What follows belongs to an exercise in optimizing a design on an open flow for small area, a short achievable clock period and few clock cycles; a production flow would make more cautious choices.
In this exercise RTL edits were held to simulation tests only and were not proved equivalent to the original.
No activity file was given, so power comes from the tool's default toggle rates.

## job 6207
==> flow/design.v (excerpt) <==
module JAM (
    input CLK,
    input RST,
    output [2:0] W,
    output [2:0] J,
    input [6:0] Cost,
    output [3:0] MatchCount,
    output [9:0] MinCost,
    output reg Valid
);
export LEC_CHECK = 0
export CAP_MARGIN = 20
export CORE_MARGIN = 2
export CORE_UTILIZATION = 65
export SETUP_SLACK_MARGIN = 0.6
export SLEW_MARGIN = 20
create_clock -name core_clock -period 4.5 [get_ports {CLK}]
run.sh (not shown) runs the stock make flow with config.mk's settings and CLKGATE_MAP_FILE= SYNTH_SCRIPT=/design/flow/synth_recipe.tcl, a recipe that flattens the netlist after the stock synthesis.
Testbench counts of job 6207, summed over its fixed seeds: cycles 1,016.
Edits applied to the flow inputs when going from job 6207 to job 8248:
-- flow/design.v --
<<< job 6207, line 5
    output [2:0] J,
    input [6:0] Cost,
    output [3:0] MatchCount,
    output [9:0] MinCost,
    output reg Valid
);
>>> job 8248, line 5
    output [2:0] J,
    input [6:0] Cost,
    output reg [3:0] MatchCount,
    output reg [9:0] MinCost,
    output reg Valid
);
<<< job 6207, line 552
end
wire [3:0] cc = ka * kb;
reg [9:0] best;
reg [3:0] nbest;
wire lt = v4 && cand < best;
wire eq = v4 && cand == best;
assign MinCost = lt ? cand : best;
assign MatchCount = lt ? cc : (eq ? nbest + cc : nbest);
always @(posedge CLK) begin
    if (RST) begin
        best <= 10'h3ff;
        nbest <= 4'd0;
        Valid <= 1'b0;
    end else begin
        best <= MinCost;
        nbest <= MatchCount;
        Valid <= (t == 8'd125);
    end
end
>>> job 8248, line 552
end
wire [3:0] cc = ka * kb;
always @(posedge CLK) begin
    if (RST) begin
        MinCost <= 10'h3ff;
        MatchCount <= 4'd0;
        Valid <= 1'b0;
    end else begin
        if (v4) begin
            if (cand < MinCost) begin
                MinCost <= cand;
                MatchCount <= cc;
            end else if (cand == MinCost) begin
                MatchCount <= MatchCount + cc;
            end
        end
        Valid <= (t == 8'd126);
    end
end
--- outcome ---
Compared with job 6207, in job 8248 detailed-routing wirelength on met1 went down, wire length of the first global-routing pass decreased 5.2 mm, routed wire length lower. Diff job 6207 -> job 8248: worst slack after detailed placement dropped 0.073 ns, proportion of synthesized area in mux cells barely changed. Delta (job 8248 minus job 6207): floorplan die area shows a reduction of about 1.4%; simple-gate share of the synthesized area -1.7 points; synthesized cell count decreased about 2.2%.
Testbench counts of job 8248, summed over its fixed seeds: cycles 1,024.

Another version of the RTL of JAM (not shown whole).
Size: roughly 5400 cells after synthesis, about 890 flip-flops, about 30 I/O pins, ~51000 µm² of cells after synthesis.
make LEC_CHECK=0 CAP_MARGIN=20 CORE_MARGIN=2 CORE_UTILIZATION=65 SETUP_SLACK_MARGIN=0.6 SLEW_MARGIN=20 finish   # period 4.5 ns
Testbench counts at the start, summed over its fixed seeds: cycles 1,016.
Change:
--- a/flow/design.v
+++ b/flow/design.v
@@ -6,13 +6,13 @@
     input [6:0] Cost,
     output reg [3:0] MatchCount,
     output reg [9:0] MinCost,
     output reg Valid
 );
 reg [7:0] t;           
-wire [7:0] t_next = RST ? 8'd1 : (t == 8'd126 ? t : t + 8'd1);
+wire [7:0] t_next = RST ? 8'd1 : (t == 8'd125 ? t : t + 8'd1);
 always @(posedge CLK) t <= t_next;
 function [2:0] w_of(input [5:0] tt);
     begin
         case (tt)
             6'd0: w_of = 3'd1;
             6'd1: w_of = 3'd5;
@@ -358,77 +358,79 @@
 wire [6:0] b23 = ({7{sel_b3_1[0]}} & R[6][6]) | ({7{sel_b3_1[1]}} & R[6][7]);
 wire [6:0] b33 = ({7{sel_b3_1[0]}} & R[7][4]) | ({7{sel_b3_1[1]}} & R[7][5]);
 wire [107:0] pa, pb;
 side_pairs UPA (.c({a33, a32, a31, a30, a23, a22, a21, a20, a13, a12, a11, a10, a03, a02, a01, a00}), .s(pa));
 side_pairs UPB (.c({b33, b32, b31, b30, b23, b22, b21, b20, b13, b12, b11, b10, b03, b02, b01, b00}), .s(pb));
 reg [107:0] pa_q, pb_q;
-reg v1, v2, v3, v4;
+reg v1, v2, v3;
 always @(posedge CLK) begin
     pa_q <= pa;
     pb_q <= pb;
     v1 <= ~RST & iv;
     v2 <= ~RST & v1;
     v3 <= ~RST & v2;
-    v4 <= ~RST & v3;
 end
 wire [38:0] ha, hb;
 side_half UHA (.s(pa_q), .h(ha));
 side_half UHB (.s(pb_q), .h(hb));
 reg [38:0] ha_q, hb_q;
 always @(posedge CLK) begin
     ha_q <= ha;
     hb_q <= hb;
 end
-wire [25:0] ga, gb;
-mc_comb UGA (.a(ha_q[12:0]), .b(ha_q[25:13]), .y(ga[12:0]));
-mc_comb UGB (.a(hb_q[12:0]), .b(hb_q[25:13]), .y(gb[12:0]));
-assign ga[25:13] = ha_q[38:26];
-assign gb[25:13] = hb_q[38:26];
-reg [25:0] ga_q, gb_q;
-always @(posedge CLK) begin
-    ga_q <= ga;
-    gb_q <= gb;
-end
 wire [12:0] ma, mb;
-mc_comb UMA (.a(ga_q[12:0]), .b(ga_q[25:13]), .y(ma));
-mc_comb UMB (.a(gb_q[12:0]), .b(gb_q[25:13]), .y(mb));
-reg [9:0] cand;
-reg [3:0] ka, kb;
-always @(posedge CLK) begin
-    cand <= {1'b0, ma[8:0]} + {1'b0, mb[8:0]};
-    ka <= ma[12:9];
-    kb <= mb[12:9];
+mc_min3 UMA (.h(ha_q), .y(ma));
+mc_min3 UMB (.h(hb_q), .y(mb));
+reg [12:0] ma_q, mb_q;
+always @(posedge CLK) begin
+    ma_q <= ma;
+    mb_q <= mb;
 end
-wire [3:0] cc = ka * kb;
+wire [9:0] cand = {1'b0, ma_q[8:0]} + {1'b0, mb_q[8:0]};
+wire [3:0] cc = ma_q[12:9] * mb_q[12:9];
 always @(posedge CLK) begin
     if (RST) begin
         MinCost <= 10'h3ff;
         MatchCount <= 4'd0;
         Valid <= 1'b0;
     end else begin
-        if (v4) begin
+        if (v3) begin
             if (cand < MinCost) begin
                 MinCost <= cand;
                 MatchCount <= cc;
             end else if (cand == MinCost) begin
                 MatchCount <= MatchCount + cc;
             end
         end
-        Valid <= (t == 8'd125);
+        Valid <= (t == 8'd124);
     end
 end
 endmodule
 module mc_comb (
     input  [12:0] a,
     input  [12:0] b,
     output [12:0] y
 );
 wire lt = a[8:0] < b[8:0];
 wire eq = a[8:0] == b[8:0];
 assign y = eq ? {a[12:9] + b[12:9], a[8:0]} : (lt ? a : b);
 endmodule
+module mc_min3 (
+    input  [38:0] h,
+    output [12:0] y
+);
+wire [8:0] x0 = h[8:0], x1 = h[21:13], x2 = h[34:26];
+wire [3:0] k0 = h[12:9], k1 = h[25:22], k2 = h[38:35];
+wire l01 = x0 < x1, l02 = x0 < x2, l12 = x1 < x2;
+wire e01 = x0 == x1, e02 = x0 == x2, e12 = x1 == x2;
+wire m0 = (l01 | e01) & (l02 | e02);         
+wire m1 = ~l01 & (l12 | e12);                
+wire m2 = ~l02 & ~l12;                       
+assign y[8:0] = m0 ? x0 : (m1 ? x1 : x2);
+assign y[12:9] = ({4{m0}} & k0) + ({4{m1}} & k1) + ({4{m2}} & k2);
+endmodule
 module side_pairs (
     input  [111:0] c,       
     output [107:0] s        
 );
 function [8:0] pair;        
     input [6:0] x0, y1, y0, x1;    
Effect: Via count hardly moves; worst setup slack gets worse by 0.052 ns; synthesized area is lower by 1.2%; clock power is lower by 5.0%; die area is lower by 1.2%.
Testbench counts after the change, summed over its fixed seeds: cycles 1,008.

[port drivers added, routing unchanged]
The results above use ideal ports. As a check the final layouts listed here were re-extracted and re-timed, cells and wires unchanged.
Step 1, drivers: a clkbuf_16 drives CLK and a buf_2 each remaining input, both assumed.
Step 2 moves the port delays by t, midway between the first and last clock arrival at a register: inputs arrive t later, outputs are due t later. That takes back most of the time a late clock gives input paths.
Three values: no drivers, after step 1, after step 2; two values: the first two.
run	t (ns)	setup WS [ns]	worst hold slack (ns)	latest minus earliest clock arrival (ns)	pins driven straight from the clock port
job 6207	0.727	0.620 / 0.620 / 0.620	0.321 / 0.321 / 0.321	0.036 / 0.036	1
job 8248	0.716	0.646 / 0.646 / 0.646	0.320 / 0.320 / 0.320	0.026 / 0.026	1
the first run of note 2	0.730	0.690 / 0.690 / 0.690	0.323 / 0.323 / 0.323	0.031 / 0.031	1
the second run of note 2	0.723	0.637 / 0.628 / 0.637	0.327 / 0.327 / 0.327	0.039 / 0.038	1
After both steps every run listed still meets setup and hold.
